This is an optimization exercise on Yosys and OpenROAD, whose aim is small area, not a production implementation. Only simulation tests tie the RTL to the original design; equivalence was not proved. The clock port is modelled as an ideal driver; clocking choices that lean on that would not hold on a real chip.

[flow/run.sh]
#!/bin/bash
# Own layout flow, built on the standard ORFS flow (standard.sh):
#  1. the standard synthesis, unchanged (standard.sh synth);
#  2. flow/polarity.py rewrites the synthesised netlist's inverters: full adders are
#     self-dual and many gates have a complementary cell, so it picks their polarities to
#     need fewer inverters (registers and the logic function are unchanged);
#  3. the standard floorplan and placement, with port buffers of sky130_fd_sc_hd__buf_1
#     (instead of clkdlybuf4s50_1);
#  5. the rest of the standard flow.
# Each tool's full output goes to a log file of its own in the work folder (flow_*.log);
# ORFS's per-step logs are under orfs/logs/.
set -euo pipefail
RES=orfs/results/${FLOW_PLATFORM}/apb_convolver/base
LIB=${FLOW_HOME}/platforms/${FLOW_PLATFORM}/lib/sky130_fd_sc_hd__tt_025C_1v80.lib
BP="BUFFER_PORTS_ARGS=-buffer_cell sky130_fd_sc_hd__buf_1"

# synthesis: the standard synthesis script, with only its ABC mapping script replaced
# by flow/abc.script (area-oriented mapping); registers are mapped before ABC runs, so they
# are the standard synthesis's registers.
sed "s#log_cmd abc {\*}\$abc_args#lset abc_args [expr {[lsearch \$abc_args -script] + 1}] $PWD/flow/abc.script\n  log_cmd abc {*}\$abc_args#" \
  ${FLOW_HOME}/scripts/synth.tcl > synth_own.tcl
sed "s#source \$::env(SCRIPTS_DIR)/synth.tcl#source $PWD/synth_own.tcl#" synth_recipe.tcl > synth_recipe_own.tcl
bash standard.sh "SYNTH_SCRIPT=$PWD/synth_recipe_own.tcl" synth > flow_synth.log 2>&1
cp ${RES}/1_2_yosys.v ${RES}/1_2_yosys.standard.v
python3 flow/polarity.py ${RES}/1_2_yosys.standard.v ${RES}/1_2_yosys.pol.v ${LIB} > flow_polarity.log 2>&1
cp ${RES}/1_2_yosys.pol.v ${RES}/1_2_yosys.v
rm -f ${RES}/1_synth.odb ${RES}/1_synth.sdc

bash standard.sh "$BP" place > flow_place.log 2>&1

BASE="-sink_clustering_enable -repair_clock_nets -dont_use_dummy_load"
TRIALS=(
  "-buf_list sky130_fd_sc_hd__clkbuf_4 -sink_clustering_size 8 -sink_clustering_max_diameter 80"
  "-buf_list sky130_fd_sc_hd__clkbuf_4 -sink_clustering_size 10 -sink_clustering_max_diameter 60"
  "-buf_list sky130_fd_sc_hd__clkbuf_4 -sink_clustering_size 8 -sink_clustering_max_diameter 60"
  "-buf_list sky130_fd_sc_hd__clkbuf_8 -sink_clustering_size 14 -sink_clustering_max_diameter 60"
  "-buf_list sky130_fd_sc_hd__clkbuf_4 -sink_clustering_size 10 -sink_clustering_max_diameter 35"
  "-buf_list sky130_fd_sc_hd__clkbuf_8 -sink_clustering_size 10 -sink_clustering_max_diameter 60"
)
best_args="$BASE -buf_list sky130_fd_sc_hd__clkbuf_4"
best_area=1e9
: > flow_cts_trials.log
for i in "${!TRIALS[@]}"; do
  args="$BASE ${TRIALS[$i]}"
  line=$(CTS_TRY_ARGS="$args" CTS_TRY_ODB=${RES}/3_place.odb CTS_TRY_SDC=${RES}/3_place.sdc \
         openroad -no_init -exit flow/cts_trial.tcl 2>&1 | tee -a flow_cts_trials.log | grep CTS_TRIAL || true)
  echo "trial $i: $args -> $line" >> flow_cts_trials.log
  area=$(echo "$line" | awk '{print $3}'); slew=$(echo "$line" | awk '{print $5}')
  if [[ -n "$area" && -n "$slew" ]] && awk -v s="$slew" -v a="$area" -v b="$best_area" 'BEGIN{exit !(s < 0.112 && a < b)}'; then
    best_area=$area; best_args="$args"
  fi
done
echo "chosen: $best_args (clock cells $best_area um2)" >> flow_cts_trials.log

bash standard.sh "$BP" "CTS_ARGS=$best_args" finish > flow_layout.log 2>&1
[flow/abc.script]
strash
dch -f
amap
topo
[flow/cts_trial.tcl]
# Trial clock tree on the placed design: prints the clock cells' area and the largest
# slew at a register clock pin. Reads CTS_TRY_ARGS, CTS_TRY_ODB, CTS_TRY_SDC from the environment.
set P $::env(FLOW_HOME)/platforms/$::env(FLOW_PLATFORM)
read_lef $P/lef/sky130_fd_sc_hd.tlef
read_lef $P/lef/sky130_fd_sc_hd_merged.lef
read_liberty $P/lib/sky130_fd_sc_hd__tt_025C_1v80.lib
read_db $::env(CTS_TRY_ODB)
read_sdc $::env(CTS_TRY_SDC)
source $P/setRC.tcl
clock_tree_synthesis {*}$::env(CTS_TRY_ARGS)
set_propagated_clock [all_clocks]
estimate_parasitics -placement
set a 0
foreach inst [get_cells *] {
  set m [get_property $inst ref_name]
  if {[string match "*clkbuf*" $m] || [string match "*clkinv*" $m]} {
    set a [expr {$a + [get_property [get_lib_cells */$m] area]}]
  }
}
set mx 0
foreach pin [get_pins -hierarchical */CLK] {
  set s [get_property $pin slew_max]
  if {$s > $mx} { set mx $s }
}
puts "CTS_TRIAL area $a slew $mx"
[flow/polarity.py]
#!/usr/bin/env python3
"""Inverter-polarity optimisation of a flat sky130hd gate netlist written by Yosys.

Two kinds of cell may change the polarity of what they drive:
  - a full adder (fa) is self-dual, FA(~a,~b,~c) = (~sum, ~cout), so it may be
    "flipped": fed the complements of its inputs it drives the complements of
    its outputs;
  - a simple gate may be swapped for its complementary cell (nand2 <-> and2,
    xnor2 <-> xor2, a21oi <-> a21o, mux2i <-> mux2, ...), which has the same
    inputs and drives the complement of the output.
All of the netlist's inverters (except any that drive an output port) are
removed, a polarity is chosen for every such cell by simulated annealing to
minimise (inverter area + swapped-cell area change), and one inverter is put
back for every signal whose complement is still needed. The function of every
output and register input is unchanged; registers are untouched.

usage: polarity2.py IN.v OUT.v [LIBERTY]
"""
import re, sys, random, math
from collections import defaultdict

P = "sky130_fd_sc_hd__"
INV = P + "inv_1"
LIB = sys.argv[3] if len(sys.argv) > 3 else \
    "/OpenROAD-flow-scripts/flow/platforms/sky130hd/lib/sky130_fd_sc_hd__tt_025C_1v80.lib"
PAIRS = [("nand2_1", "Y", "and2_1", "X"), ("nand2_1", "Y", "and2_0", "X"),
         ("nor2_1", "Y", "or2_1", "X"), ("nor2_1", "Y", "or2_0", "X"),
         ("nand3_1", "Y", "and3_1", "X"), ("nor3_1", "Y", "or3_1", "X"),
         ("nand4_1", "Y", "and4_1", "X"), ("nor4_1", "Y", "or4_1", "X"),
         ("xnor2_1", "Y", "xor2_1", "X"),
         ("a21oi_1", "Y", "a21o_1", "X"), ("o21ai_0", "Y", "o21a_1", "X"),
         ("o21ai_1", "Y", "o21a_1", "X"),
         ("a22oi_1", "Y", "a22o_1", "X"), ("o22ai_1", "Y", "o22a_1", "X"),
         ("a211oi_1", "Y", "a211o_1", "X"), ("o211ai_1", "Y", "o211a_1", "X"),
         ("a31oi_1", "Y", "a31o_1", "X"), ("o31ai_1", "Y", "o31a_1", "X"),
         ("a2bb2oi_1", "Y", "a2bb2o_1", "X"), ("o2bb2ai_1", "Y", "o2bb2a_1", "X"),
         ("a21boi_0", "Y", "a21bo_1", "X"), ("o21bai_1", "Y", "o21ba_1", "X"),
         ("mux2i_1", "Y", "mux2_1", "X")]
SWAP = {}
for a, pa, b, pb in PAIRS:
    SWAP.setdefault(P + a, (P + b, pa, pb))
    SWAP.setdefault(P + b, (P + a, pb, pa))
AREA = {}
_n = None
for l in open(LIB):
    mm = re.match(r'\s*cell\s*\(\s*"?(\w+)"?\s*\)', l)
    if mm:
        _n = mm.group(1)
    mm = re.match(r'\s*area\s*:\s*([\d.]+)', l)
    if mm and _n:
        AREA[_n] = float(mm.group(1)); _n = None
INV_AREA = AREA[INV]

src = open(sys.argv[1]).read()
m = re.search(r"^module\s+(\w+)\s*\((.*?)\);", src, re.S | re.M)
head_end = m.end()
endm = src.rindex("endmodule")
body = src[head_end:endm]
inst_re = re.compile(r"^\s*(sky130_fd_sc_hd__\w+)\s+(\S+)\s*\((.*?)\);\s*$", re.S | re.M)
pin_re = re.compile(r"\.(\w+)\(\s*(.*?)\s*\)\s*(?:,|$)", re.S)
cells = []
for im in inst_re.finditer(body):
    cells.append([im.group(1), im.group(2), [(p, n.strip()) for p, n in pin_re.findall(im.group(3))]])
first_inst = inst_re.search(body).start()
decls = body[:first_inst]
assert inst_re.sub("", body[first_inst:]).strip() == ""
port_dir = {}
for d, rng, names in re.findall(r"^\s*(input|output|inout)\s+(\[[^\]]*\])?\s*([^;]+);", decls, re.M):
    for n in names.split(","):
        port_dir[n.strip()] = d
def port_kind(net):
    return port_dir.get(net.split("[")[0].strip())

OUTPINS = {"X", "Y", "Q", "Q_N", "SUM", "COUT", "HI", "LO", "GCLK"}
def is_const(n):
    return n == "" or n.startswith("1'b") or n.startswith("'")

inv_of = {}
n_inv = 0
for c in cells:
    if c[0].startswith(P + "inv_") or c[0].startswith(P + "clkinv_"):
        n_inv += 1
        pins = dict(c[2])
        if port_kind(pins["Y"]) != "output":
            inv_of[pins["Y"]] = pins["A"]
def root(net):
    par = 0
    while net in inv_of:
        net = inv_of[net]; par ^= 1
    return net, par
def removed(c):
    return (c[0].startswith(P + "inv_") or c[0].startswith(P + "clkinv_")) and dict(c[2])["Y"] in inv_of

# nodes: fa cells (flip inputs and outputs) and swappable gates (flip output)
is_fa = {}
node_out = {}      # cell idx -> list of output nets
drv_node = {}      # net -> cell idx whose polarity sets it
swap_gain = {}     # cell idx -> area change when flipped
for i, c in enumerate(cells):
    typ = c[0]
    if typ.startswith(P + "fa_"):
        outs = [n for p, n in c[2] if p in ("SUM", "COUT")]
        if any(port_kind(n) == "output" for n in outs):
            continue
        is_fa[i] = True
        node_out[i] = outs
        swap_gain[i] = 0.0
    elif typ in SWAP:
        outs = [n for p, n in c[2] if p in OUTPINS]
        if len(outs) != 1 or port_kind(outs[0]) == "output":
            continue
        is_fa[i] = False
        node_out[i] = outs
        swap_gain[i] = AREA[SWAP[typ][0]] - AREA[typ]
    else:
        continue
    for n in node_out[i]:
        drv_node[n] = i
nodes = list(node_out)

uses = defaultdict(list)    # root -> [(cell idx, parity)]
in_roots = defaultdict(set)
for i, c in enumerate(cells):
    if removed(c):
        continue
    for p, n in c[2]:
        if p in OUTPINS or is_const(n):
            continue
        r, par = root(n)
        uses[r].append((i, par))
        if is_fa.get(i):
            in_roots[i].add(r)
flip = defaultdict(int)
def need(r):
    ph = flip[drv_node[r]] if r in drv_node else 0
    for i, par in uses[r]:
        if par ^ (flip[i] if is_fa.get(i) else 0) ^ ph:
            return 1
    return 0
touch = {i: set(node_out[i]) | in_roots[i] for i in nodes}
def local(i):
    return sum(need(r) for r in touch[i]) * INV_AREA + (swap_gain[i] if flip[i] else 0.0)
cost = sum(need(r) for r in uses) * INV_AREA
start = cost
random.seed(1)
best = cost; best_flip = dict(flip)
T = 2.0
steps = 200 * len(nodes)
for s in range(steps):
    T = 2.0 * (1 - s / steps) + 0.01
    i = random.choice(nodes)
    c0 = local(i)
    flip[i] ^= 1
    d = local(i) - c0
    if d <= 0 or random.random() < math.exp(-d / T):
        cost += d
        if cost < best - 1e-9:
            best = cost; best_flip = dict(flip)
    else:
        flip[i] ^= 1
flip = defaultdict(int, best_flip)
improved = True
while improved:
    improved = False
    for i in nodes:
        c0 = local(i); flip[i] ^= 1
        if local(i) < c0 - 1e-9:
            improved = True
        else:
            flip[i] ^= 1
ninv = sum(need(r) for r in uses)
dswap = sum(swap_gain[i] for i in nodes if flip[i])
sys.stderr.write(f"polarity: {n_inv} inverters in, {ninv} out; {sum(1 for i in nodes if flip[i] and is_fa[i])} fa flipped, "
                 f"{sum(1 for i in nodes if flip[i] and not is_fa[i])} gates swapped (area {dswap:+.1f}); "
                 f"net area change {(ninv - n_inv) * INV_AREA + dswap:+.1f} um2\n")

newdecl, inv_net = [], {}
def comp_net(r):
    if r not in inv_net:
        nn = f"_pol{len(inv_net) + 1}_"
        inv_net[r] = nn
        newdecl.append(f"  wire {nn};\n")
    return inv_net[r]
out_cells = []
for i, c in enumerate(cells):
    if removed(c):
        continue
    typ, name, pl = c
    if flip[i] and not is_fa.get(i, True):
        newtyp, oldpin, newpin = SWAP[typ]
        typ = newtyp
        pl = [(newpin if p == oldpin else p, n) for p, n in pl]
    npl = []
    for p, n in pl:
        if p in OUTPINS or is_const(n):
            npl.append((p, n)); continue
        r, par = root(n)
        ph = flip[drv_node[r]] if r in drv_node else 0
        q = par ^ (flip[i] if is_fa.get(i) else 0) ^ ph
        npl.append((p, comp_net(r) if q else r))
    out_cells.append((typ, name, npl))
for k, (r, nn) in enumerate(inv_net.items()):
    ph = flip[drv_node[r]] if r in drv_node else 0
    out_cells.append((INV, f"_polinv{k + 1}_", [("A", r), ("Y", nn)]))
def esc(n):
    return n + " " if n.startswith("\\") else n
def fmt(c):
    typ, name, pl = c
    return f"  {typ} {esc(name)} (\n" + ",\n".join(f"    .{p}({esc(n)})" for p, n in pl) + "\n  );\n"
open(sys.argv[2], "w").write(src[:head_end] + decls + "".join(newdecl) + "".join(fmt(c) for c in out_cells) + src[endm:])
[standard.sh]
#!/bin/bash
# synth_recipe.tcl (not shown) runs the flow's synth.tcl, then flattens the netlist and writes it again
# the make line also repeats each setting of config.mk as NAME=value (left out here)
make -C /OpenROAD-flow-scripts/flow DESIGN_CONFIG=/design/flow/config.mk WORK_HOME=/design/flow/orfs CLKGATE_MAP_FILE= SYNTH_SCRIPT=/design/flow/synth_recipe.tcl "${@:-finish}"
[config.mk]
export PLATFORM = sky130hd
export DESIGN_NAME = apb_convolver
export DESIGN_NICKNAME = apb_convolver
export VERILOG_FILES = /design/flow/design.v
export SDC_FILE = /design/flow/constraint.sdc
export NUM_CORES = 4
export LEC_CHECK = 0
export ABC_AREA = 1
export CAP_MARGIN = 20
export CORE_MARGIN = 2
export CORE_UTILIZATION = 40
export SLEW_MARGIN = 20
[constraint.sdc]
create_clock -name core_clock -period 10.0 [get_ports {HCLK}]
set_input_delay 2.0000 -clock core_clock [delete_from_list [all_inputs] [get_ports {HCLK}]]
set_output_delay 2.0000 -clock core_clock [all_outputs]
set_load 0.01 [all_outputs]
[design.v]
module ksum(
    input  logic [11:0] a,
    input  logic [7:0] w0,
    input  logic [1:0] d0,
    input  logic [7:0] w1,
    input  logic [1:0] d1,
    input  logic [7:0] w2,
    input  logic [1:0] d2,
    input  logic [7:0] w3,
    input  logic [1:0] d3,
    input  logic [7:0] w4,
    input  logic [1:0] d4,
    input  logic [7:0] w5,
    input  logic [1:0] d5,
    input  logic [7:0] w6,
    input  logic [1:0] d6,
    input  logic [7:0] w7,
    input  logic [1:0] d7,
    input  logic [7:0] w8,
    input  logic [1:0] d8,
    output logic [13:0] s);
    wire pp1;
    assign pp1 = w1[0] & d1[0];
    wire pp2;
    assign pp2 = w1[0] & d1[1];
    wire pp3;
    assign pp3 = w1[1] & d1[0];
    wire pp4;
    assign pp4 = w1[1] & d1[1];
    wire pp5;
    assign pp5 = w1[2] & d1[0];
    wire pp6;
    assign pp6 = w1[2] & d1[1];
    wire pp7;
    assign pp7 = w1[3] & d1[0];
    wire pp8;
    assign pp8 = w1[3] & d1[1];
    wire pp9;
    assign pp9 = w1[4] & d1[0];
    wire pp10;
    assign pp10 = w1[4] & d1[1];
    wire pp11;
    assign pp11 = w1[5] & d1[0];
    wire pp12;
    assign pp12 = w1[5] & d1[1];
    wire pp13;
    assign pp13 = w1[6] & d1[0];
    wire pp14;
    assign pp14 = w1[6] & d1[1];
    wire pp15;
    assign pp15 = w1[7] & d1[0];
    wire pp16;
    assign pp16 = w1[7] & d1[1];
    wire pp17;
    assign pp17 = w2[0] & d2[0];
    wire pp18;
    assign pp18 = w2[0] & d2[1];
    wire pp19;
    assign pp19 = w2[1] & d2[0];
    wire pp20;
    assign pp20 = w2[1] & d2[1];
    wire pp21;
    assign pp21 = w2[2] & d2[0];
    wire pp22;
    assign pp22 = w2[2] & d2[1];
    wire pp23;
    assign pp23 = w2[3] & d2[0];
    wire pp24;
    assign pp24 = w2[3] & d2[1];
    wire pp25;
    assign pp25 = w2[4] & d2[0];
    wire pp26;
    assign pp26 = w2[4] & d2[1];
    wire pp27;
    assign pp27 = w2[5] & d2[0];
    wire pp28;
    assign pp28 = w2[5] & d2[1];
    wire pp29;
    assign pp29 = w2[6] & d2[0];
    wire pp30;
    assign pp30 = w2[6] & d2[1];
    wire pp31;
    assign pp31 = w2[7] & d2[0];
    wire pp32;
    assign pp32 = w2[7] & d2[1];
    wire pp33;
    assign pp33 = w4[0] & d4[0];
    wire pp34;
    assign pp34 = w4[0] & d4[1];
    wire pp35;
    assign pp35 = w4[1] & d4[0];
    wire pp36;
    assign pp36 = w4[1] & d4[1];
    wire pp37;
    assign pp37 = w4[2] & d4[0];
    wire pp38;
    assign pp38 = w4[2] & d4[1];
    wire pp39;
    assign pp39 = w4[3] & d4[0];
    wire pp40;
    assign pp40 = w4[3] & d4[1];
    wire pp41;
    assign pp41 = w4[4] & d4[0];
    wire pp42;
    assign pp42 = w4[4] & d4[1];
    wire pp43;
    assign pp43 = w4[5] & d4[0];
    wire pp44;
    assign pp44 = w4[5] & d4[1];
    wire pp45;
    assign pp45 = w4[6] & d4[0];
    wire pp46;
    assign pp46 = w4[6] & d4[1];
    wire pp47;
    assign pp47 = w4[7] & d4[0];
    wire pp48;
    assign pp48 = w4[7] & d4[1];
    wire pp49;
    assign pp49 = w5[0] & d5[0];
    wire pp50;
    assign pp50 = w5[0] & d5[1];
    wire pp51;
    assign pp51 = w5[1] & d5[0];
    wire pp52;
    assign pp52 = w5[1] & d5[1];
    wire pp53;
    assign pp53 = w5[2] & d5[0];
    wire pp54;
    assign pp54 = w5[2] & d5[1];
    wire pp55;
    assign pp55 = w5[3] & d5[0];
    wire pp56;
    assign pp56 = w5[3] & d5[1];
    wire pp57;
    assign pp57 = w5[4] & d5[0];
    wire pp58;
    assign pp58 = w5[4] & d5[1];
    wire pp59;
    assign pp59 = w5[5] & d5[0];
    wire pp60;
    assign pp60 = w5[5] & d5[1];
    wire pp61;
    assign pp61 = w5[6] & d5[0];
    wire pp62;
    assign pp62 = w5[6] & d5[1];
    wire pp63;
    assign pp63 = w5[7] & d5[0];
    wire pp64;
    assign pp64 = w5[7] & d5[1];
    wire pp65;
    assign pp65 = w7[0] & d7[0];
    wire pp66;
    assign pp66 = w7[0] & d7[1];
    wire pp67;
    assign pp67 = w7[1] & d7[0];
    wire pp68;
    assign pp68 = w7[1] & d7[1];
    wire pp69;
    assign pp69 = w7[2] & d7[0];
    wire pp70;
    assign pp70 = w7[2] & d7[1];
    wire pp71;
    assign pp71 = w7[3] & d7[0];
    wire pp72;
    assign pp72 = w7[3] & d7[1];
    wire pp73;
    assign pp73 = w7[4] & d7[0];
    wire pp74;
    assign pp74 = w7[4] & d7[1];
    wire pp75;
    assign pp75 = w7[5] & d7[0];
    wire pp76;
    assign pp76 = w7[5] & d7[1];
    wire pp77;
    assign pp77 = w7[6] & d7[0];
    wire pp78;
    assign pp78 = w7[6] & d7[1];
    wire pp79;
    assign pp79 = w7[7] & d7[0];
    wire pp80;
    assign pp80 = w7[7] & d7[1];
    wire pp81;
    assign pp81 = w8[0] & d8[0];
    wire pp82;
    assign pp82 = w8[0] & d8[1];
    wire pp83;
    assign pp83 = w8[1] & d8[0];
    wire pp84;
    assign pp84 = w8[1] & d8[1];
    wire pp85;
    assign pp85 = w8[2] & d8[0];
    wire pp86;
    assign pp86 = w8[2] & d8[1];
    wire pp87;
    assign pp87 = w8[3] & d8[0];
    wire pp88;
    assign pp88 = w8[3] & d8[1];
    wire pp89;
    assign pp89 = w8[4] & d8[0];
    wire pp90;
    assign pp90 = w8[4] & d8[1];
    wire pp91;
    assign pp91 = w8[5] & d8[0];
    wire pp92;
    assign pp92 = w8[5] & d8[1];
    wire pp93;
    assign pp93 = w8[6] & d8[0];
    wire pp94;
    assign pp94 = w8[6] & d8[1];
    wire pp95;
    assign pp95 = w8[7] & d8[0];
    wire pp96;
    assign pp96 = w8[7] & d8[1];
    wire pp97;
    assign pp97 = w0[0] & d0[0];
    wire pp98;
    assign pp98 = w0[0] & d0[1];
    wire pp99;
    assign pp99 = w0[1] & d0[0];
    wire pp100;
    assign pp100 = w0[1] & d0[1];
    wire pp101;
    assign pp101 = w0[2] & d0[0];
    wire pp102;
    assign pp102 = w0[2] & d0[1];
    wire pp103;
    assign pp103 = w0[3] & d0[0];
    wire pp104;
    assign pp104 = w0[3] & d0[1];
    wire pp105;
    assign pp105 = w0[4] & d0[0];
    wire pp106;
    assign pp106 = w0[4] & d0[1];
    wire pp107;
    assign pp107 = w0[5] & d0[0];
    wire pp108;
    assign pp108 = w0[5] & d0[1];
    wire pp109;
    assign pp109 = w0[6] & d0[0];
    wire pp110;
    assign pp110 = w0[6] & d0[1];
    wire pp111;
    assign pp111 = w0[7] & d0[0];
    wire pp112;
    assign pp112 = w0[7] & d0[1];
    wire pp113;
    assign pp113 = w3[0] & d3[0];
    wire pp114;
    assign pp114 = w3[0] & d3[1];
    wire pp115;
    assign pp115 = w3[1] & d3[0];
    wire pp116;
    assign pp116 = w3[1] & d3[1];
    wire pp117;
    assign pp117 = w3[2] & d3[0];
    wire pp118;
    assign pp118 = w3[2] & d3[1];
    wire pp119;
    assign pp119 = w3[3] & d3[0];
    wire pp120;
    assign pp120 = w3[3] & d3[1];
    wire pp121;
    assign pp121 = w3[4] & d3[0];
    wire pp122;
    assign pp122 = w3[4] & d3[1];
    wire pp123;
    assign pp123 = w3[5] & d3[0];
    wire pp124;
    assign pp124 = w3[5] & d3[1];
    wire pp125;
    assign pp125 = w3[6] & d3[0];
    wire pp126;
    assign pp126 = w3[6] & d3[1];
    wire pp127;
    assign pp127 = w3[7] & d3[0];
    wire pp128;
    assign pp128 = w3[7] & d3[1];
    wire pp129;
    assign pp129 = w6[0] & d6[0];
    wire pp130;
    assign pp130 = w6[0] & d6[1];
    wire pp131;
    assign pp131 = w6[1] & d6[0];
    wire pp132;
    assign pp132 = w6[1] & d6[1];
    wire pp133;
    assign pp133 = w6[2] & d6[0];
    wire pp134;
    assign pp134 = w6[2] & d6[1];
    wire pp135;
    assign pp135 = w6[3] & d6[0];
    wire pp136;
    assign pp136 = w6[3] & d6[1];
    wire pp137;
    assign pp137 = w6[4] & d6[0];
    wire pp138;
    assign pp138 = w6[4] & d6[1];
    wire pp139;
    assign pp139 = w6[5] & d6[0];
    wire pp140;
    assign pp140 = w6[5] & d6[1];
    wire pp141;
    assign pp141 = w6[6] & d6[0];
    wire pp142;
    assign pp142 = w6[6] & d6[1];
    wire pp143;
    assign pp143 = w6[7] & d6[0];
    wire pp144;
    assign pp144 = w6[7] & d6[1];
    wire s145;
    wire c146;
    assign s145 = a[1] ^ pp2 ^ pp3;
    assign c146 = (a[1] & pp2) | (pp3 & (a[1] ^ pp2));
    wire s147;
    wire c148;
    assign s147 = pp18 ^ pp19 ^ pp34;
    assign c148 = (pp18 & pp19) | (pp34 & (pp18 ^ pp19));
    wire s149;
    wire c150;
    assign s149 = pp35 ^ pp50 ^ pp51;
    assign c150 = (pp35 & pp50) | (pp51 & (pp35 ^ pp50));
    wire s151;
    wire c152;
    assign s151 = a[2] ^ pp4 ^ pp5;
    assign c152 = (a[2] & pp4) | (pp5 & (a[2] ^ pp4));
    wire s153;
    wire c154;
    assign s153 = pp20 ^ pp21 ^ pp36;
    assign c154 = (pp20 & pp21) | (pp36 & (pp20 ^ pp21));
    wire s155;
    wire c156;
    assign s155 = pp37 ^ pp52 ^ pp53;
    assign c156 = (pp37 & pp52) | (pp53 & (pp37 ^ pp52));
    wire s157;
    wire c158;
    assign s157 = pp68 ^ pp69 ^ pp84;
    assign c158 = (pp68 & pp69) | (pp84 & (pp68 ^ pp69));
    wire s159;
    wire c160;
    assign s159 = pp85 ^ pp100;
    assign c160 = pp85 & pp100;
    wire s161;
    wire c162;
    assign s161 = a[3] ^ pp6 ^ pp7;
    assign c162 = (a[3] & pp6) | (pp7 & (a[3] ^ pp6));
    wire s163;
    wire c164;
    assign s163 = pp22 ^ pp23 ^ pp38;
    assign c164 = (pp22 & pp23) | (pp38 & (pp22 ^ pp23));
    wire s165;
    wire c166;
    assign s165 = pp39 ^ pp54 ^ pp55;
    assign c166 = (pp39 & pp54) | (pp55 & (pp39 ^ pp54));
    wire s167;
    wire c168;
    assign s167 = pp70 ^ pp71 ^ pp86;
    assign c168 = (pp70 & pp71) | (pp86 & (pp70 ^ pp71));
    wire s169;
    wire c170;
    assign s169 = pp87 ^ pp102 ^ pp103;
    assign c170 = (pp87 & pp102) | (pp103 & (pp87 ^ pp102));
    wire s171;
    wire c172;
    assign s171 = pp118 ^ pp119;
    assign c172 = pp118 & pp119;
    wire s173;
    wire c174;
    assign s173 = a[4] ^ pp8 ^ pp9;
    assign c174 = (a[4] & pp8) | (pp9 & (a[4] ^ pp8));
    wire s175;
    wire c176;
    assign s175 = pp24 ^ pp25 ^ pp40;
    assign c176 = (pp24 & pp25) | (pp40 & (pp24 ^ pp25));
    wire s177;
    wire c178;
    assign s177 = pp41 ^ pp56 ^ pp57;
    assign c178 = (pp41 & pp56) | (pp57 & (pp41 ^ pp56));
    wire s179;
    wire c180;
    assign s179 = pp72 ^ pp73 ^ pp88;
    assign c180 = (pp72 & pp73) | (pp88 & (pp72 ^ pp73));
    wire s181;
    wire c182;
    assign s181 = pp89 ^ pp104 ^ pp105;
    assign c182 = (pp89 & pp104) | (pp105 & (pp89 ^ pp104));
    wire s183;
    wire c184;
    assign s183 = pp120 ^ pp121 ^ pp136;
    assign c184 = (pp120 & pp121) | (pp136 & (pp120 ^ pp121));
    wire s185;
    wire c186;
    assign s185 = a[5] ^ pp10 ^ pp11;
    assign c186 = (a[5] & pp10) | (pp11 & (a[5] ^ pp10));
    wire s187;
    wire c188;
    assign s187 = pp26 ^ pp27 ^ pp42;
    assign c188 = (pp26 & pp27) | (pp42 & (pp26 ^ pp27));
    wire s189;
    wire c190;
    assign s189 = pp43 ^ pp58 ^ pp59;
    assign c190 = (pp43 & pp58) | (pp59 & (pp43 ^ pp58));
    wire s191;
    wire c192;
    assign s191 = pp74 ^ pp75 ^ pp90;
    assign c192 = (pp74 & pp75) | (pp90 & (pp74 ^ pp75));
    wire s193;
    wire c194;
    assign s193 = pp91 ^ pp106 ^ pp107;
    assign c194 = (pp91 & pp106) | (pp107 & (pp91 ^ pp106));
    wire s195;
    wire c196;
    assign s195 = pp122 ^ pp123 ^ pp138;
    assign c196 = (pp122 & pp123) | (pp138 & (pp122 ^ pp123));
    wire s197;
    wire c198;
    assign s197 = a[6] ^ pp12 ^ pp13;
    assign c198 = (a[6] & pp12) | (pp13 & (a[6] ^ pp12));
    wire s199;
    wire c200;
    assign s199 = pp28 ^ pp29 ^ pp44;
    assign c200 = (pp28 & pp29) | (pp44 & (pp28 ^ pp29));
    wire s201;
    wire c202;
    assign s201 = pp45 ^ pp60 ^ pp61;
    assign c202 = (pp45 & pp60) | (pp61 & (pp45 ^ pp60));
    wire s203;
    wire c204;
    assign s203 = pp76 ^ pp77 ^ pp92;
    assign c204 = (pp76 & pp77) | (pp92 & (pp76 ^ pp77));
    wire s205;
    wire c206;
    assign s205 = pp93 ^ pp108 ^ pp109;
    assign c206 = (pp93 & pp108) | (pp109 & (pp93 ^ pp108));
    wire s207;
    wire c208;
    assign s207 = pp124 ^ pp125 ^ pp140;
    assign c208 = (pp124 & pp125) | (pp140 & (pp124 ^ pp125));
    wire s209;
    wire c210;
    assign s209 = a[7] ^ pp14 ^ pp15;
    assign c210 = (a[7] & pp14) | (pp15 & (a[7] ^ pp14));
    wire s211;
    wire c212;
    assign s211 = pp30 ^ pp31 ^ pp46;
    assign c212 = (pp30 & pp31) | (pp46 & (pp30 ^ pp31));
    wire s213;
    wire c214;
    assign s213 = pp47 ^ pp62 ^ pp63;
    assign c214 = (pp47 & pp62) | (pp63 & (pp47 ^ pp62));
    wire s215;
    wire c216;
    assign s215 = pp78 ^ pp79 ^ pp94;
    assign c216 = (pp78 & pp79) | (pp94 & (pp78 ^ pp79));
    wire s217;
    wire c218;
    assign s217 = pp95 ^ pp110 ^ pp111;
    assign c218 = (pp95 & pp110) | (pp111 & (pp95 ^ pp110));
    wire s219;
    wire c220;
    assign s219 = pp126 ^ pp127 ^ pp142;
    assign c220 = (pp126 & pp127) | (pp142 & (pp126 ^ pp127));
    wire s221;
    wire c222;
    assign s221 = a[8] ^ pp16 ^ pp32;
    assign c222 = (a[8] & pp16) | (pp32 & (a[8] ^ pp16));
    wire s223;
    wire c224;
    assign s223 = pp48 ^ pp64;
    assign c224 = pp48 & pp64;
    wire s225;
    wire c226;
    assign s225 = a[0] ^ pp1;
    assign c226 = a[0] & pp1;
    wire s227;
    wire c228;
    assign s227 = pp66 ^ pp67 ^ pp82;
    assign c228 = (pp66 & pp67) | (pp82 & (pp66 ^ pp67));
    wire s229;
    wire c230;
    assign s229 = pp83 ^ pp98 ^ pp99;
    assign c230 = (pp83 & pp98) | (pp99 & (pp83 ^ pp98));
    wire s231;
    wire c232;
    assign s231 = pp114 ^ pp115;
    assign c232 = pp114 & pp115;
    wire s233;
    wire c234;
    assign s233 = pp101 ^ pp116 ^ pp117;
    assign c234 = (pp101 & pp116) | (pp117 & (pp101 ^ pp116));
    wire s235;
    wire c236;
    assign s235 = pp132 ^ pp133 ^ s151;
    assign c236 = (pp132 & pp133) | (s151 & (pp132 ^ pp133));
    wire s237;
    wire c238;
    assign s237 = s153 ^ s155 ^ s157;
    assign c238 = (s153 & s155) | (s157 & (s153 ^ s155));
    wire s239;
    wire c240;
    assign s239 = s159 ^ c146;
    assign c240 = s159 & c146;
    wire s241;
    wire c242;
    assign s241 = pp134 ^ pp135 ^ s161;
    assign c242 = (pp134 & pp135) | (s161 & (pp134 ^ pp135));
    wire s243;
    wire c244;
    assign s243 = s163 ^ s165 ^ s167;
    assign c244 = (s163 & s165) | (s167 & (s163 ^ s165));
    wire s245;
    wire c246;
    assign s245 = s169 ^ s171 ^ c152;
    assign c246 = (s169 & s171) | (c152 & (s169 ^ s171));
    wire s247;
    wire c248;
    assign s247 = c154 ^ c156 ^ c158;
    assign c248 = (c154 & c156) | (c158 & (c154 ^ c156));
    wire s249;
    wire c250;
    assign s249 = pp137 ^ s173 ^ s175;
    assign c250 = (pp137 & s173) | (s175 & (pp137 ^ s173));
    wire s251;
    wire c252;
    assign s251 = s177 ^ s179 ^ s181;
    assign c252 = (s177 & s179) | (s181 & (s177 ^ s179));
    wire s253;
    wire c254;
    assign s253 = s183 ^ c162 ^ c164;
    assign c254 = (s183 & c162) | (c164 & (s183 ^ c162));
    wire s255;
    wire c256;
    assign s255 = c166 ^ c168 ^ c170;
    assign c256 = (c166 & c168) | (c170 & (c166 ^ c168));
    wire s257;
    wire c258;
    assign s257 = pp139 ^ s185 ^ s187;
    assign c258 = (pp139 & s185) | (s187 & (pp139 ^ s185));
    wire s259;
    wire c260;
    assign s259 = s189 ^ s191 ^ s193;
    assign c260 = (s189 & s191) | (s193 & (s189 ^ s191));
    wire s261;
    wire c262;
    assign s261 = s195 ^ c174 ^ c176;
    assign c262 = (s195 & c174) | (c176 & (s195 ^ c174));
    wire s263;
    wire c264;
    assign s263 = c178 ^ c180 ^ c182;
    assign c264 = (c178 & c180) | (c182 & (c178 ^ c180));
    wire s265;
    wire c266;
    assign s265 = pp141 ^ s197 ^ s199;
    assign c266 = (pp141 & s197) | (s199 & (pp141 ^ s197));
    wire s267;
    wire c268;
    assign s267 = s201 ^ s203 ^ s205;
    assign c268 = (s201 & s203) | (s205 & (s201 ^ s203));
    wire s269;
    wire c270;
    assign s269 = s207 ^ c186 ^ c188;
    assign c270 = (s207 & c186) | (c188 & (s207 ^ c186));
    wire s271;
    wire c272;
    assign s271 = c190 ^ c192 ^ c194;
    assign c272 = (c190 & c192) | (c194 & (c190 ^ c192));
    wire s273;
    wire c274;
    assign s273 = pp143 ^ s209 ^ s211;
    assign c274 = (pp143 & s209) | (s211 & (pp143 ^ s209));
    wire s275;
    wire c276;
    assign s275 = s213 ^ s215 ^ s217;
    assign c276 = (s213 & s215) | (s217 & (s213 ^ s215));
    wire s277;
    wire c278;
    assign s277 = s219 ^ c198 ^ c200;
    assign c278 = (s219 & c198) | (c200 & (s219 ^ c198));
    wire s279;
    wire c280;
    assign s279 = c202 ^ c204 ^ c206;
    assign c280 = (c202 & c204) | (c206 & (c202 ^ c204));
    wire s281;
    wire c282;
    assign s281 = pp80 ^ pp96 ^ pp112;
    assign c282 = (pp80 & pp96) | (pp112 & (pp80 ^ pp96));
    wire s283;
    wire c284;
    assign s283 = pp128 ^ pp144 ^ s221;
    assign c284 = (pp128 & pp144) | (s221 & (pp128 ^ pp144));
    wire s285;
    wire c286;
    assign s285 = s223 ^ c210 ^ c212;
    assign c286 = (s223 & c210) | (c212 & (s223 ^ c210));
    wire s287;
    wire c288;
    assign s287 = c214 ^ c216 ^ c218;
    assign c288 = (c214 & c216) | (c218 & (c214 ^ c216));
    wire s289;
    wire c290;
    assign s289 = pp17 ^ pp33 ^ pp49;
    assign c290 = (pp17 & pp33) | (pp49 & (pp17 ^ pp33));
    wire s291;
    wire c292;
    assign s291 = pp65 ^ pp81;
    assign c292 = pp65 & pp81;
    wire s293;
    wire c294;
    assign s293 = pp130 ^ pp131 ^ s145;
    assign c294 = (pp130 & pp131) | (s145 & (pp130 ^ pp131));
    wire s295;
    wire c296;
    assign s295 = s147 ^ s149 ^ s227;
    assign c296 = (s147 & s149) | (s227 & (s147 ^ s149));
    wire s297;
    wire c298;
    assign s297 = s229 ^ s231;
    assign c298 = s229 & s231;
    wire s299;
    wire c300;
    assign s299 = c148 ^ c150 ^ s233;
    assign c300 = (c148 & c150) | (s233 & (c148 ^ c150));
    wire s301;
    wire c302;
    assign s301 = s235 ^ s237 ^ s239;
    assign c302 = (s235 & s237) | (s239 & (s235 ^ s237));
    wire s303;
    wire c304;
    assign s303 = c228 ^ c230 ^ c232;
    assign c304 = (c228 & c230) | (c232 & (c228 ^ c230));
    wire s305;
    wire c306;
    assign s305 = c160 ^ s241 ^ s243;
    assign c306 = (c160 & s241) | (s243 & (c160 ^ s241));
    wire s307;
    wire c308;
    assign s307 = s245 ^ s247 ^ c234;
    assign c308 = (s245 & s247) | (c234 & (s245 ^ s247));
    wire s309;
    wire c310;
    assign s309 = c236 ^ c238 ^ c240;
    assign c310 = (c236 & c238) | (c240 & (c236 ^ c238));
    wire s311;
    wire c312;
    assign s311 = c172 ^ s249 ^ s251;
    assign c312 = (c172 & s249) | (s251 & (c172 ^ s249));
    wire s313;
    wire c314;
    assign s313 = s253 ^ s255 ^ c242;
    assign c314 = (s253 & s255) | (c242 & (s253 ^ s255));
    wire s315;
    wire c316;
    assign s315 = c244 ^ c246 ^ c248;
    assign c316 = (c244 & c246) | (c248 & (c244 ^ c246));
    wire s317;
    wire c318;
    assign s317 = c184 ^ s257 ^ s259;
    assign c318 = (c184 & s257) | (s259 & (c184 ^ s257));
    wire s319;
    wire c320;
    assign s319 = s261 ^ s263 ^ c250;
    assign c320 = (s261 & s263) | (c250 & (s261 ^ s263));
    wire s321;
    wire c322;
    assign s321 = c252 ^ c254 ^ c256;
    assign c322 = (c252 & c254) | (c256 & (c252 ^ c254));
    wire s323;
    wire c324;
    assign s323 = c196 ^ s265 ^ s267;
    assign c324 = (c196 & s265) | (s267 & (c196 ^ s265));
    wire s325;
    wire c326;
    assign s325 = s269 ^ s271 ^ c258;
    assign c326 = (s269 & s271) | (c258 & (s269 ^ s271));
    wire s327;
    wire c328;
    assign s327 = c260 ^ c262 ^ c264;
    assign c328 = (c260 & c262) | (c264 & (c260 ^ c262));
    wire s329;
    wire c330;
    assign s329 = c208 ^ s273 ^ s275;
    assign c330 = (c208 & s273) | (s275 & (c208 ^ s273));
    wire s331;
    wire c332;
    assign s331 = s277 ^ s279 ^ c266;
    assign c332 = (s277 & s279) | (c266 & (s277 ^ s279));
    wire s333;
    wire c334;
    assign s333 = c268 ^ c270 ^ c272;
    assign c334 = (c268 & c270) | (c272 & (c268 ^ c270));
    wire s335;
    wire c336;
    assign s335 = c220 ^ s281 ^ s283;
    assign c336 = (c220 & s281) | (s283 & (c220 ^ s281));
    wire s337;
    wire c338;
    assign s337 = s285 ^ s287 ^ c274;
    assign c338 = (s285 & s287) | (c274 & (s285 ^ s287));
    wire s339;
    wire c340;
    assign s339 = c276 ^ c278 ^ c280;
    assign c340 = (c276 & c278) | (c280 & (c276 ^ c278));
    wire s341;
    wire c342;
    assign s341 = a[9] ^ c222 ^ c224;
    assign c342 = (a[9] & c222) | (c224 & (a[9] ^ c222));
    wire s343;
    wire c344;
    assign s343 = c282 ^ c284 ^ c286;
    assign c344 = (c282 & c284) | (c286 & (c282 ^ c284));
    wire s345;
    wire c346;
    assign s345 = pp97 ^ pp113 ^ pp129;
    assign c346 = (pp97 & pp113) | (pp129 & (pp97 ^ pp113));
    wire s347;
    wire c348;
    assign s347 = c226 ^ s293 ^ s295;
    assign c348 = (c226 & s293) | (s295 & (c226 ^ s293));
    wire s349;
    wire c350;
    assign s349 = s297 ^ c290;
    assign c350 = s297 & c290;
    wire s351;
    wire c352;
    assign s351 = s299 ^ s301 ^ s303;
    assign c352 = (s299 & s301) | (s303 & (s299 ^ s301));
    wire s353;
    wire c354;
    assign s353 = c294 ^ c296 ^ c298;
    assign c354 = (c294 & c296) | (c298 & (c294 ^ c296));
    wire s355;
    wire c356;
    assign s355 = s305 ^ s307 ^ s309;
    assign c356 = (s305 & s307) | (s309 & (s305 ^ s307));
    wire s357;
    wire c358;
    assign s357 = c300 ^ c302 ^ c304;
    assign c358 = (c300 & c302) | (c304 & (c300 ^ c302));
    wire s359;
    wire c360;
    assign s359 = s311 ^ s313 ^ s315;
    assign c360 = (s311 & s313) | (s315 & (s311 ^ s313));
    wire s361;
    wire c362;
    assign s361 = c306 ^ c308 ^ c310;
    assign c362 = (c306 & c308) | (c310 & (c306 ^ c308));
    wire s363;
    wire c364;
    assign s363 = s317 ^ s319 ^ s321;
    assign c364 = (s317 & s319) | (s321 & (s317 ^ s319));
    wire s365;
    wire c366;
    assign s365 = c312 ^ c314 ^ c316;
    assign c366 = (c312 & c314) | (c316 & (c312 ^ c314));
    wire s367;
    wire c368;
    assign s367 = s323 ^ s325 ^ s327;
    assign c368 = (s323 & s325) | (s327 & (s323 ^ s325));
    wire s369;
    wire c370;
    assign s369 = c318 ^ c320 ^ c322;
    assign c370 = (c318 & c320) | (c322 & (c318 ^ c320));
    wire s371;
    wire c372;
    assign s371 = s329 ^ s331 ^ s333;
    assign c372 = (s329 & s331) | (s333 & (s329 ^ s331));
    wire s373;
    wire c374;
    assign s373 = c324 ^ c326 ^ c328;
    assign c374 = (c324 & c326) | (c328 & (c324 ^ c326));
    wire s375;
    wire c376;
    assign s375 = s335 ^ s337 ^ s339;
    assign c376 = (s335 & s337) | (s339 & (s335 ^ s337));
    wire s377;
    wire c378;
    assign s377 = c330 ^ c332 ^ c334;
    assign c378 = (c330 & c332) | (c334 & (c330 ^ c332));
    wire s379;
    wire c380;
    assign s379 = c288 ^ s341 ^ s343;
    assign c380 = (c288 & s341) | (s343 & (c288 ^ s341));
    wire s381;
    wire c382;
    assign s381 = c336 ^ c338 ^ c340;
    assign c382 = (c336 & c338) | (c340 & (c336 ^ c338));
    wire s383;
    wire c384;
    assign s383 = a[10] ^ c342;
    assign c384 = a[10] & c342;
    wire s385;
    wire c386;
    assign s385 = s225 ^ s289;
    assign c386 = s225 & s289;
    wire s387;
    wire c388;
    assign s387 = c292 ^ s347 ^ s349;
    assign c388 = (c292 & s347) | (s349 & (c292 ^ s347));
    wire s389;
    wire c390;
    assign s389 = s351 ^ s353 ^ c348;
    assign c390 = (s351 & s353) | (c348 & (s351 ^ s353));
    wire s391;
    wire c392;
    assign s391 = s355 ^ s357 ^ c352;
    assign c392 = (s355 & s357) | (c352 & (s355 ^ s357));
    wire s393;
    wire c394;
    assign s393 = s359 ^ s361 ^ c356;
    assign c394 = (s359 & s361) | (c356 & (s359 ^ s361));
    wire s395;
    wire c396;
    assign s395 = s363 ^ s365 ^ c360;
    assign c396 = (s363 & s365) | (c360 & (s363 ^ s365));
    wire s397;
    wire c398;
    assign s397 = s367 ^ s369 ^ c364;
    assign c398 = (s367 & s369) | (c364 & (s367 ^ s369));
    wire s399;
    wire c400;
    assign s399 = s371 ^ s373 ^ c368;
    assign c400 = (s371 & s373) | (c368 & (s371 ^ s373));
    wire s401;
    wire c402;
    assign s401 = s375 ^ s377 ^ c372;
    assign c402 = (s375 & s377) | (c372 & (s375 ^ s377));
    wire s403;
    wire c404;
    assign s403 = s379 ^ s381 ^ c376;
    assign c404 = (s379 & s381) | (c376 & (s379 ^ s381));
    wire s405;
    wire c406;
    assign s405 = c344 ^ s383 ^ c380;
    assign c406 = (c344 & s383) | (c380 & (c344 ^ s383));
    wire s407;
    wire c408;
    assign s407 = s291 ^ s345;
    assign c408 = s291 & s345;
    wire s409;
    wire c410;
    assign s409 = c346 ^ s387 ^ c386;
    assign c410 = (c346 & s387) | (c386 & (c346 ^ s387));
    wire s411;
    wire c412;
    assign s411 = c350 ^ s389 ^ c388;
    assign c412 = (c350 & s389) | (c388 & (c350 ^ s389));
    wire s413;
    wire c414;
    assign s413 = c354 ^ s391 ^ c390;
    assign c414 = (c354 & s391) | (c390 & (c354 ^ s391));
    wire s415;
    wire c416;
    assign s415 = c358 ^ s393 ^ c392;
    assign c416 = (c358 & s393) | (c392 & (c358 ^ s393));
    wire s417;
    wire c418;
    assign s417 = c362 ^ s395 ^ c394;
    assign c418 = (c362 & s395) | (c394 & (c362 ^ s395));
    wire s419;
    wire c420;
    assign s419 = c366 ^ s397 ^ c396;
    assign c420 = (c366 & s397) | (c396 & (c366 ^ s397));
    wire s421;
    wire c422;
    assign s421 = c370 ^ s399 ^ c398;
    assign c422 = (c370 & s399) | (c398 & (c370 ^ s399));
    wire s423;
    wire c424;
    assign s423 = c374 ^ s401 ^ c400;
    assign c424 = (c374 & s401) | (c400 & (c374 ^ s401));
    wire s425;
    wire c426;
    assign s425 = c378 ^ s403 ^ c402;
    assign c426 = (c378 & s403) | (c402 & (c378 ^ s403));
    wire s427;
    wire c428;
    assign s427 = c382 ^ s405 ^ c404;
    assign c428 = (c382 & s405) | (c404 & (c382 ^ s405));
    wire s429;
    wire c430;
    assign s429 = a[11] ^ c384 ^ c406;
    assign c430 = (a[11] & c384) | (c406 & (a[11] ^ c384));
    wire s431;
    wire c432;
    assign s431 = s385 ^ s407;
    assign c432 = s385 & s407;
    wire s433;
    wire c434;
    assign s433 = s409 ^ c408 ^ c432;
    assign c434 = (s409 & c408) | (c432 & (s409 ^ c408));
    wire s435;
    wire c436;
    assign s435 = s411 ^ c410 ^ c434;
    assign c436 = (s411 & c410) | (c434 & (s411 ^ c410));
    wire s437;
    wire c438;
    assign s437 = s413 ^ c412 ^ c436;
    assign c438 = (s413 & c412) | (c436 & (s413 ^ c412));
    wire s439;
    wire c440;
    assign s439 = s415 ^ c414 ^ c438;
    assign c440 = (s415 & c414) | (c438 & (s415 ^ c414));
    wire s441;
    wire c442;
    assign s441 = s417 ^ c416 ^ c440;
    assign c442 = (s417 & c416) | (c440 & (s417 ^ c416));
    wire s443;
    wire c444;
    assign s443 = s419 ^ c418 ^ c442;
    assign c444 = (s419 & c418) | (c442 & (s419 ^ c418));
    wire s445;
    wire c446;
    assign s445 = s421 ^ c420 ^ c444;
    assign c446 = (s421 & c420) | (c444 & (s421 ^ c420));
    wire s447;
    wire c448;
    assign s447 = s423 ^ c422 ^ c446;
    assign c448 = (s423 & c422) | (c446 & (s423 ^ c422));
    wire s449;
    wire c450;
    assign s449 = s425 ^ c424 ^ c448;
    assign c450 = (s425 & c424) | (c448 & (s425 ^ c424));
    wire s451;
    wire c452;
    assign s451 = s427 ^ c426 ^ c450;
    assign c452 = (s427 & c426) | (c450 & (s427 ^ c426));
    wire s453;
    wire c454;
    assign s453 = s429 ^ c428 ^ c452;
    assign c454 = (s429 & c428) | (c452 & (s429 ^ c428));
    wire s455;
    wire c456;
    assign s455 = c430 ^ c454;
    assign c456 = c430 & c454;
    assign s = {c456, s455, s453, s451, s449, s447, s445, s443, s441, s439, s437, s435, s433, s431};
endmodule
module apb_convolver(
    input  logic                      HCLK,
    input  logic                      HRESETn,
    input  logic               [11:0] PADDR,
    input  logic               [31:0] PWDATA,
    input  logic                      PWRITE,
    input  logic                      PSEL,
    input  logic                      PENABLE,
    output logic               [31:0] PRDATA,
    output logic                      PREADY,
    output logic                      PSLVERR,
    output logic               [3:0]  irq_o,
    output logic                      mem_wen_n,
    output logic               [10:0] mem_addr,
    output logic               [31:0] mem_wdata,
    input  logic               [31:0] mem_rdata
    );
    logic [2:0] rel_addr;
    assign rel_addr = PADDR[4:2];
    assign PREADY  = 1'b1;
    assign PSLVERR = 1'b0;
    assign irq_o   = 4'b0;
    logic wensel, shift, setup_in, display, clc, addr_increment;
    assign wensel         = PWRITE & PENABLE & PSEL;
    assign shift          = wensel & (rel_addr == 3'd3);
    assign setup_in       = PSEL & ~PENABLE & PWRITE & (rel_addr == 3'd3);
    assign display        = wensel & (rel_addr == 3'd4) &  PWDATA[0];
    assign clc            = wensel & (rel_addr == 3'd4) & ~PWDATA[0];
    assign addr_increment = ~PWRITE & PENABLE & PSEL & rel_addr[2];
    logic [31:0] qw1, qw2, qw3, q_inp, h1, h2, q_out;
    logic        q_0, q_1, q_2, q_3, q_4, pa;
    always_ff @(posedge HCLK, negedge HRESETn)
        if (~HRESETn) begin
            qw1 <= '0; qw2 <= '0; qw3 <= '0;
            q_inp <= '0; q_out <= '0;
            q_0 <= 1'b0; q_1 <= 1'b0; q_2 <= 1'b0; q_3 <= 1'b0; q_4 <= 1'b0; pa <= 1'b0;
        end else begin
            if (wensel && rel_addr == 3'd0) qw1 <= PWDATA;
            if (wensel && rel_addr == 3'd1) qw2 <= PWDATA;
            if (wensel && rel_addr == 3'd2) qw3 <= PWDATA;
            if (shift) q_inp <= PWDATA;
            if (q_4) q_out <= mem_rdata;
            q_0 <= shift;
            q_1 <= q_0;
            q_2 <= q_1 && (counter >= 5'd3) && (counter <= 5'd28);
            q_3 <= rel_addr[2];
            q_4 <= q_3;
            pa  <= setup_in;
        end
    always_comb begin
        case (rel_addr)
            3'd0: PRDATA = qw1;
            3'd1: PRDATA = qw2;
            3'd2: PRDATA = qw3;
            3'd3: PRDATA = q_inp;
            3'd5: PRDATA = q_out;
            default: PRDATA = 32'b0;
        endcase
    end
    always_ff @(posedge HCLK)
        if (shift) begin
            h1 <= q_inp;
            h2 <= h1;
        end
    localparam logic [1:0] RESET = 2'd0, CALC = 2'd1, DISPLAY = 2'd2;
    logic [1:0]  state, next_state;
    logic [10:0] address, next_address;
    logic [4:0]  counter, next_counter;
    logic        WRITEn;
    always_ff @(posedge HCLK, negedge HRESETn)
        if (~HRESETn) begin
            state   <= RESET;
            address <= '0;
            counter <= '0;
        end else begin
            state   <= next_state;
            address <= next_address;
            counter <= next_counter;
        end
    always_comb begin
        WRITEn       = 1'b1;
        next_address = address;
        next_counter = counter;
        next_state   = state;
        case (state)
            RESET: begin
                WRITEn = 1'b0;
                next_address = address + 1'b1;
                if (address == 11'd338) begin
                    next_state   = CALC;
                    next_address = '0;
                end
            end
            CALC: begin
                WRITEn = ~q_2;
                if (q_2)
                    next_address = address + 1'b1;
                else if (shift)
                    next_counter = (counter == 5'd28) ? 5'd1 : counter + 1'b1;
                else if (display) begin
                    next_address = '0;
                    next_state   = DISPLAY;
                    next_counter = '0;
                end
            end
            DISPLAY: begin
                if (addr_increment)
                    next_address = address + 1'b1;
                else if (clc) begin
                    next_address = '0;
                    next_state   = CALC;
                end
            end
            default: ;
        endcase
    end
    assign mem_wen_n = WRITEn;
    assign mem_addr  = address;
    logic [1:0] sel;
    assign sel = {q_0 | q_1, pa | q_1};
    logic [1:0] dC [4], dB [4], dA [4];    
    always_comb
        for (int k = 0; k < 4; k++) begin
            case (sel)
                2'd0: begin dC[k] = PWDATA[8*k+0 +: 2]; dB[k] = q_inp[8*k+0 +: 2]; dA[k] = h1[8*k+0 +: 2]; end
                2'd1: begin dC[k] = PWDATA[8*k+2 +: 2]; dB[k] = q_inp[8*k+2 +: 2]; dA[k] = h1[8*k+2 +: 2]; end
                2'd2: begin dC[k] = q_inp[8*k+4 +: 2];  dB[k] = h1[8*k+4 +: 2];    dA[k] = h2[8*k+4 +: 2]; end
                default: begin dC[k] = q_inp[8*k+6 +: 2]; dB[k] = h1[8*k+6 +: 2];  dA[k] = h2[8*k+6 +: 2]; end
            endcase
        end
    logic [13:0] acc_up, acc_lo, nx_up, nx_lo;
    logic [1:0]  sv_up, sv_lo;
    logic [11:0] fb_up, fb_lo;
    assign fb_up = (sel == 2'd0) ? 12'd0 : acc_up[13:2];
    assign fb_lo = (sel == 2'd0) ? 12'd0 : acc_lo[13:2];
    ksum k_up (.a(fb_up), .s(nx_up),
        .w0(qw1[7:0]), .d0(dC[3]), .w1(qw1[15:8]), .d1(dB[3]), .w2(qw1[23:16]), .d2(dA[3]),
        .w3(qw2[7:0]), .d3(dC[2]), .w4(qw2[15:8]), .d4(dB[2]), .w5(qw2[23:16]), .d5(dA[2]),
        .w6(qw3[7:0]), .d6(dC[1]), .w7(qw3[15:8]), .d7(dB[1]), .w8(qw3[23:16]), .d8(dA[1]));
    ksum k_lo (.a(fb_lo), .s(nx_lo),
        .w0(qw1[7:0]), .d0(dC[2]), .w1(qw1[15:8]), .d1(dB[2]), .w2(qw1[23:16]), .d2(dA[2]),
        .w3(qw2[7:0]), .d3(dC[1]), .w4(qw2[15:8]), .d4(dB[1]), .w5(qw2[23:16]), .d5(dA[1]),
        .w6(qw3[7:0]), .d6(dC[0]), .w7(qw3[15:8]), .d7(dB[0]), .w8(qw3[23:16]), .d8(dA[0]));
    always_ff @(posedge HCLK, negedge HRESETn)
        if (~HRESETn) begin
            acc_up <= '0; acc_lo <= '0; sv_up <= '0; sv_lo <= '0;
        end else begin
            acc_up <= nx_up;
            acc_lo <= nx_lo;
            sv_up  <= acc_up[1:0];
            sv_lo  <= acc_lo[1:0];
        end
    assign mem_wdata = {acc_up, sv_up, acc_lo, sv_lo};
endmodule
==> qor.txt, run 1 <==
================================================================================
Outcome                                                             finished clean
CTS-repair resized insts                                                       0
Req. time, crit path                                                    10600 ps
Final nets                                                                  2311
Floorplan die area                                                   46540 sq um
Worst-skew pair later-pin latency                                         770 ps
Share of layout cells above drive strength 1                             0.06709
Worst setup EP type                                                         flop
Clock buffer count from CTS                                                   40
Period Utilization, post-route                                            0.9541
Fin worst setup slack                                                   458.6 ps
Gate count of the mapped netlist                                            1648
Count of boundary I/O pins                                                   163
Buffers and inverters on the worst path                                        2
Critical path start-end classification                                reg -> reg
# DRC                                                                          0
Cell type of the slowest stage on the worst timing path                     fa_1
Routed via count                                                           13681
Met1 Track Usage GR                                                       0.3416
Class of the most critical hold timing path                           reg -> reg
Antenna violations before repair                                               2
Number of DRC violations after detailed-routing iteration 0                 1107
Clock tree from TritonCTS                                                    yes
Vert. Die Dim                                                       215.7 microns
Worst setup slack for register-to-register paths                          460 ps
Vias per cell                                                              5.468
Clock transition at the registers of the reported paths                   100 ps
Fin. Hold Viols                                                                0
Final max-slew violation count                                                 0
Util after Layout                                                         0.4556
Highest cell delay on the worst timing path                               580 ps
Routability Congestion                                                    0.8829
Syn_area_per_cell                                                    10.88 sq um
Max-cap violations                                                             0
Minimum clock period                                                     9541 ps
Total global routing track utilization                                    0.2452
Avg WL per Cell                                                     22.34 microns
Max Fclk                                                              0.1048 GHz
Worst relative slew slack                                                 0.2484
Starting utilization of the core area                                     0.4055
Worst Setup Start Kind                                                      flop
Detailed placer's ending HPWL                                       42240 microns
Crit Path Max Fanout                                                          26
# Post-CTS Setup Buffers                                                       0
Pre-Repair DR Iteration Count                                                  5
Number of global-route vias before repair                                  14113
Total of fill cells in the finished design                                  4243
DP Area                                                              19840 sq um
Clock tree sinks                                                             264
Count of final setup violators                                                 0
Std-Cell Rows                                                                 77
Post-route antenna net violation count                                         0
Global-route track usage on met2                                          0.3856
Finished layout cell area                                            20150 sq um
Setup TNS Final                                                             0 ps
Syn Std Cell Area                                                    17930 sq um
P&R area growth vs syn                                                    12.35%
CTS Hold Bufs                                                                  0
Kind of cell with the highest combined delay on the critical path    adder cells
Clock tree skew after final layout                                      78.64 ps
Setup repair after global routing missed its margin                        false
Port Buffer Count                                                            147
Number of warning messages in the yosys log                                    7
Most common cell on crit path                                               fa_1
Gr ovfl total                                                                  0
Data arrival time at the worst-slack endpoint                           10150 ps
Routed WL                                                           55900 microns
GR Layer Usage met3                                                      0.04426
Busiest grt layer                                                           met2
Wire length of the first global-routing pass                        85140 microns
Post-place setup slack                                                 0.4707 ps
Transition at the pin with the smallest max-transition slack             1116 ps
Core box area                                                        44220 sq um
Die X-Extent                                                        215.7 microns
Largest net degree at the start of global routing                            174
================================================================================
## path summary, 6_finish.rpt
kind	start	end	depth (start not counted)
max	q_1	acc_up[12]	25
min	q_3	q_4	0
max reg2reg	q_1	acc_up[12]	25
min reg2reg	q_3	q_4	0
max in group asynchronous	HRESETn	q_out[25]	2
min in group asynchronous	HRESETn	acc_lo[10]	1
## stage by stage
| step | hold WS, ps | cells |
|---|---|---|
| floorplan | 331.2 | 1652 |
| global placement | 333.8 | 2460 |
| detailed placement | 339.7 | 2460 |
| CTS | 363.9 | 2500 |
| global route | 364.8 | 2502 |
| finish | 359.8 | 2502 |
## registers in the layout, summed over array words and instances, names as in the netlist, 5 cells and up
register and flops:
h2 16, q_inp 32, qw2 32, counter 5
h1 32, qw1 32, qw3 32, address 11
q_out 32, acc_up 14, acc_lo 14
## cell usage in the layout (no fill, tap or decap), drive strengths merged, types with 3 or more instances in the layout
cell	instances
a21oi	144
inv	173
o21ai	63
dfrtp	216
nor4	5
o21a	3
and2	16
buf	221
a211oi	15
a222oi	15
a221oi	33
o32ai	4
o22ai	37
clkbuf	41
edfxtp	48
conb	6
ha	36
nand3	10
nor2	459
nand4	4
fa	284
nor2b	11
nor3	5
nand2	31
o22a	16
## routing by layer
layer	wire [microns]	part of all wire	vias to the layer above
met1	23190	0.41	6978
met3	4616	0.083	103
met4	2058	0.037	2
met5	13	0.00023	-
li1	-	-	5983
met2	26010	0.47	615
## worst register-to-register path, cell delays in order (launching register included)
cell and delay [ps]:
dfrtp_1 390, or2_0 280, nor2_2 110, buf_12 190, a222oi_1 350, nand2_1 80, o21ai_1 170, buf_4 340
nor2_1 100, fa_1 470, fa_1 550, fa_1 450, fa_1 520, fa_1 580, fa_1 450, fa_1 440
fa_1 380, fa_1 440, fa_1 430, fa_1 410, fa_1 400, fa_1 430, fa_1 400, fa_1 390
fa_1 370, ha_1 280
## area by class of cell
cell class	instances	area, sq um	share of cell area
multi-input cells	1208	10450	0.5184
flip-flops and latches	264	6847	0.3398
inverters	174	654.4	0.03248
diodes	2	5.005	0.0002484
well taps	592	740.7	0.03676
clock buffers	40	300.3	0.01490
repair buffers	222	1156	0.05738
==> inputs of run 2 (changes only) <==
--- a/design.v
+++ b/design.v
@@ -1052,21 +1052,21 @@
     assign mem_wen_n = WRITEn;
     assign mem_addr  = address;
-    logic [1:0] sel;
-    assign sel = {q_0 | q_1, pa | q_1};
+    logic ph0;
+    assign ph0 = ~(pa | q_0 | q_1);
     logic [1:0] dC [4], dB [4], dA [4];    
     always_comb
         for (int k = 0; k < 4; k++) begin
-            case (sel)
-                2'd0: begin dC[k] = PWDATA[8*k+0 +: 2]; dB[k] = q_inp[8*k+0 +: 2]; dA[k] = h1[8*k+0 +: 2]; end
-                2'd1: begin dC[k] = PWDATA[8*k+2 +: 2]; dB[k] = q_inp[8*k+2 +: 2]; dA[k] = h1[8*k+2 +: 2]; end
-                2'd2: begin dC[k] = q_inp[8*k+4 +: 2];  dB[k] = h1[8*k+4 +: 2];    dA[k] = h2[8*k+4 +: 2]; end
-                default: begin dC[k] = q_inp[8*k+6 +: 2]; dB[k] = h1[8*k+6 +: 2];  dA[k] = h2[8*k+6 +: 2]; end
-            endcase
+            dC[k] = ({2{ph0}} & PWDATA[8*k+0 +: 2]) | ({2{pa}} & PWDATA[8*k+2 +: 2])
+                  | ({2{q_0}} & q_inp[8*k+4 +: 2])  | ({2{q_1}} & q_inp[8*k+6 +: 2]);
+            dB[k] = ({2{ph0}} & q_inp[8*k+0 +: 2])  | ({2{pa}} & q_inp[8*k+2 +: 2])
+                  | ({2{q_0}} & h1[8*k+4 +: 2])     | ({2{q_1}} & h1[8*k+6 +: 2]);
+            dA[k] = ({2{ph0}} & h1[8*k+0 +: 2])     | ({2{pa}} & h1[8*k+2 +: 2])
+                  | ({2{q_0}} & h2[8*k+4 +: 2])     | ({2{q_1}} & h2[8*k+6 +: 2]);
         end
     logic [13:0] acc_up, acc_lo, nx_up, nx_lo;
     logic [1:0]  sv_up, sv_lo;
     logic [11:0] fb_up, fb_lo;
-    assign fb_up = (sel == 2'd0) ? 12'd0 : acc_up[13:2];
-    assign fb_lo = (sel == 2'd0) ? 12'd0 : acc_lo[13:2];
+    assign fb_up = ph0 ? 12'd0 : acc_up[13:2];
+    assign fb_lo = ph0 ? 12'd0 : acc_lo[13:2];
     ksum k_up (.a(fb_up), .s(nx_up),
         .w0(qw1[7:0]), .d0(dC[3]), .w1(qw1[15:8]), .d1(dB[3]), .w2(qw1[23:16]), .d2(dA[3]),
==> flow/abc.script (replaced) <==
strash
ifraig
dch -f
amap -m
topo
--- a/config.mk
+++ b/config.mk
@@ -9,4 +9,4 @@
 export CAP_MARGIN = 20
 export CORE_MARGIN = 2
-export CORE_UTILIZATION = 40
+export CORE_UTILIZATION = 60
 export SLEW_MARGIN = 20
==> run 2 against run 1 <==
Against the previous run: still clean on timing, DRC and antenna; flip-flop and latch count is the same; die area shrank 33%; synthesized cell count shrank 0.36%; non-clock buffer count shrank 1; fmax grew 0.24%; design area shrank 1.3%; final cell count shrank 8.4%; hold slack gained 11 ps; count of clock-buffer cells in the layout is the same; global-route usage grew 11 points; utilization grew 22 points; register-to-register slack gained 20 ps; critical path type unchanged; largest cell class unchanged; highest routed layer unchanged.
==> qor.txt, run 2 <==
===========================================================================
Minimum clock period                                                9518 ps   -23.27 ps
Clock tree from TritonCTS                                               yes
CTS Hold Bufs                                                             0   unchanged
Starting utilization of the core area                                0.6073   +0.2018
Routed WL                                                      52740 microns   -5.6%
Crit Path Max Fanout                                                     16   -38%
Number of warning messages in the yosys log                               7   unchanged
R2R depth                                                                23   -8.0%
Gr ovfl total                                                             0   unchanged
Count of final setup violators                                            0   unchanged
Clock tree sinks                                                        264   unchanged
Total global routing track utilization                               0.3567   +0.1114
CTS-repair resized insts                                                  0   unchanged
Outcome                                                        finished clean
Util after Layout                                                    0.6748   +0.2192
Worst Setup Start Kind                                                 flop
Setup TNS Final                                                        0 ps   unchanged
Vert. Die Dim                                                  176.7 microns   -18%
Worst slack on hold paths                                          371.0 ps   +11.23 ps
Max Fclk                                                         0.1051 GHz   +0.24%
Floorplan die area                                              31240 sq um   -33%
Avg WL per Cell                                                23.00 microns   +3.0%
Hold Crit Depth                                                           0   unchanged
Number of global-route vias before repair                             14409   +2.1%
Vias per cell                                                         6.031   +10%
Port Buffer Count                                                       147   unchanged
Cells after DPL                                                        2250   -8.5%
Worst setup slack for register-to-register paths                     480 ps   +20 ps
Final nets                                                             2304   -0.30%
Std-Cell Rows                                                            63   -18%
Routed via count                                                      13829   +1.1%
Post-place setup slack                                            -56.39 ps   -56.86 ps
Wire length of the first global-routing pass                   81730 microns   -4.0%
# DRC                                                                     0   unchanged
Routability Congestion                                               0.9206   +4.3%
Class of the most critical hold timing path                      reg -> reg
Max-cap violations                                                        0   unchanged
Worst setup EP type                                                    flop
Count of boundary I/O pins                                              163   unchanged
Transition at the pin with the smallest max-transition slack       922.5 ps   -193.1 ps
Syn_area_per_cell                                               10.90 sq um   +0.20%
Fin. Hold Viols                                                           0   unchanged
Largest net degree at the start of global routing                        78   -55%
Worst-skew pair later-pin latency                                    730 ps   -40 ps
Final max-slew violation count                                            0   unchanged
Clock tree skew after final layout                                 96.84 ps   +18.20 ps
===========================================================================
==> run 2: cell type report <==
cell class	count	area (sq um)	share of cell area
well taps	390	488.0	0.02453
diodes	2	5.005	0.0002516
multi-input cells	1187	10390	0.5222
repair buffers	221	1152	0.05793
inverters	189	713.2	0.03585
clock buffers	40	300.3	0.01510
flip-flops and latches	264	6847	0.3442
==> run 2: worst max-delay path, cell delays in order, from the launching register on <==
cell      delay [ps]
dfrtp_1          520
buf_4            270
inv_1            330
o22ai_1          160
a221oi_2         210
buf_4            350
nor2_1           110
fa_1             560
fa_1             430
fa_1             540
fa_1             450
fa_1             580
fa_1             450
fa_1             440
fa_1             390
fa_1             430
fa_1             420
fa_1             410
fa_1             410
fa_1             430
fa_1             400
fa_1             390
fa_1             370
ha_1             280
==> run 2: worst max path at each step <==
stage               start         end  slack, ps  cells after the start
6_report               pa  acc_up[12]        480                     23
5_1_grt                pa  acc_lo[12]        260                     23
4_1_cts                pa  acc_lo[12]        480                     23
3_5_place_dp   PWDATA[24]  acc_up[12]        -60                     22
3_3_place_gp   PWDATA[24]  acc_up[12]        -30                     22
2_1_floorplan   PWDATA[8]  acc_up[12]        240                     20
==> run 2: through the flow <==
step	area, sq um
detailed placement	19560
finish	19890
global route	19890
floorplan	17940
global placement	19540
CTS	19860
==> run 2: routing by layer <==
layer  routed length, microns  share of wire  track usage  vias to the layer above
met3                     5495           0.10      0.07882                      153
li1                         -              -            -                     5956
met2                    24150           0.46       0.5540                      828
met4                     2672          0.051       0.1525                        2
met1                    20410           0.39       0.4920                     6890
met5                       13        0.00025            0                        -

## port drivers added, routing unchanged
No port has a modelled driver above. Below, the same layouts with a new extraction and two added sets of constraints. Step 1 (the two cells are an assumption about what drives the block):
set clk [get_ports {HCLK}]
set_driving_cell -lib_cell sky130_fd_sc_hd__clkbuf_16 $clk
set_driving_cell -lib_cell sky130_fd_sc_hd__buf_2 [delete_from_list [all_inputs] $clk]
Step 2 moves the port delays by t, midway between the first and last clock arrival at a register: inputs arrive t later, outputs are due t later. That takes back most of the time a late clock gives input paths. Slacks: no drivers / after step 1 / after step 2; pairs: no drivers / after step 1.
run	shift t [ns]	slack for setup (ns)	clock arrival spread, ns	slew at the worst register clock pin (ns)	worst data-port slew with drivers (ns)
run 1	0.781	0.459 / 0.459 / 0.019	0.080 / 0.079	0.10 / 0.10	0.09
run 2	0.736	0.482 / 0.482 / -0.001	0.099 / 0.099	0.11 / 0.11	0.08
Met with ideal ports but missed after step 2: setup timing in run 2. The setup slack of run 2, which loses most, moves by 0.000 ns with the drivers and by -0.483 ns with both steps.
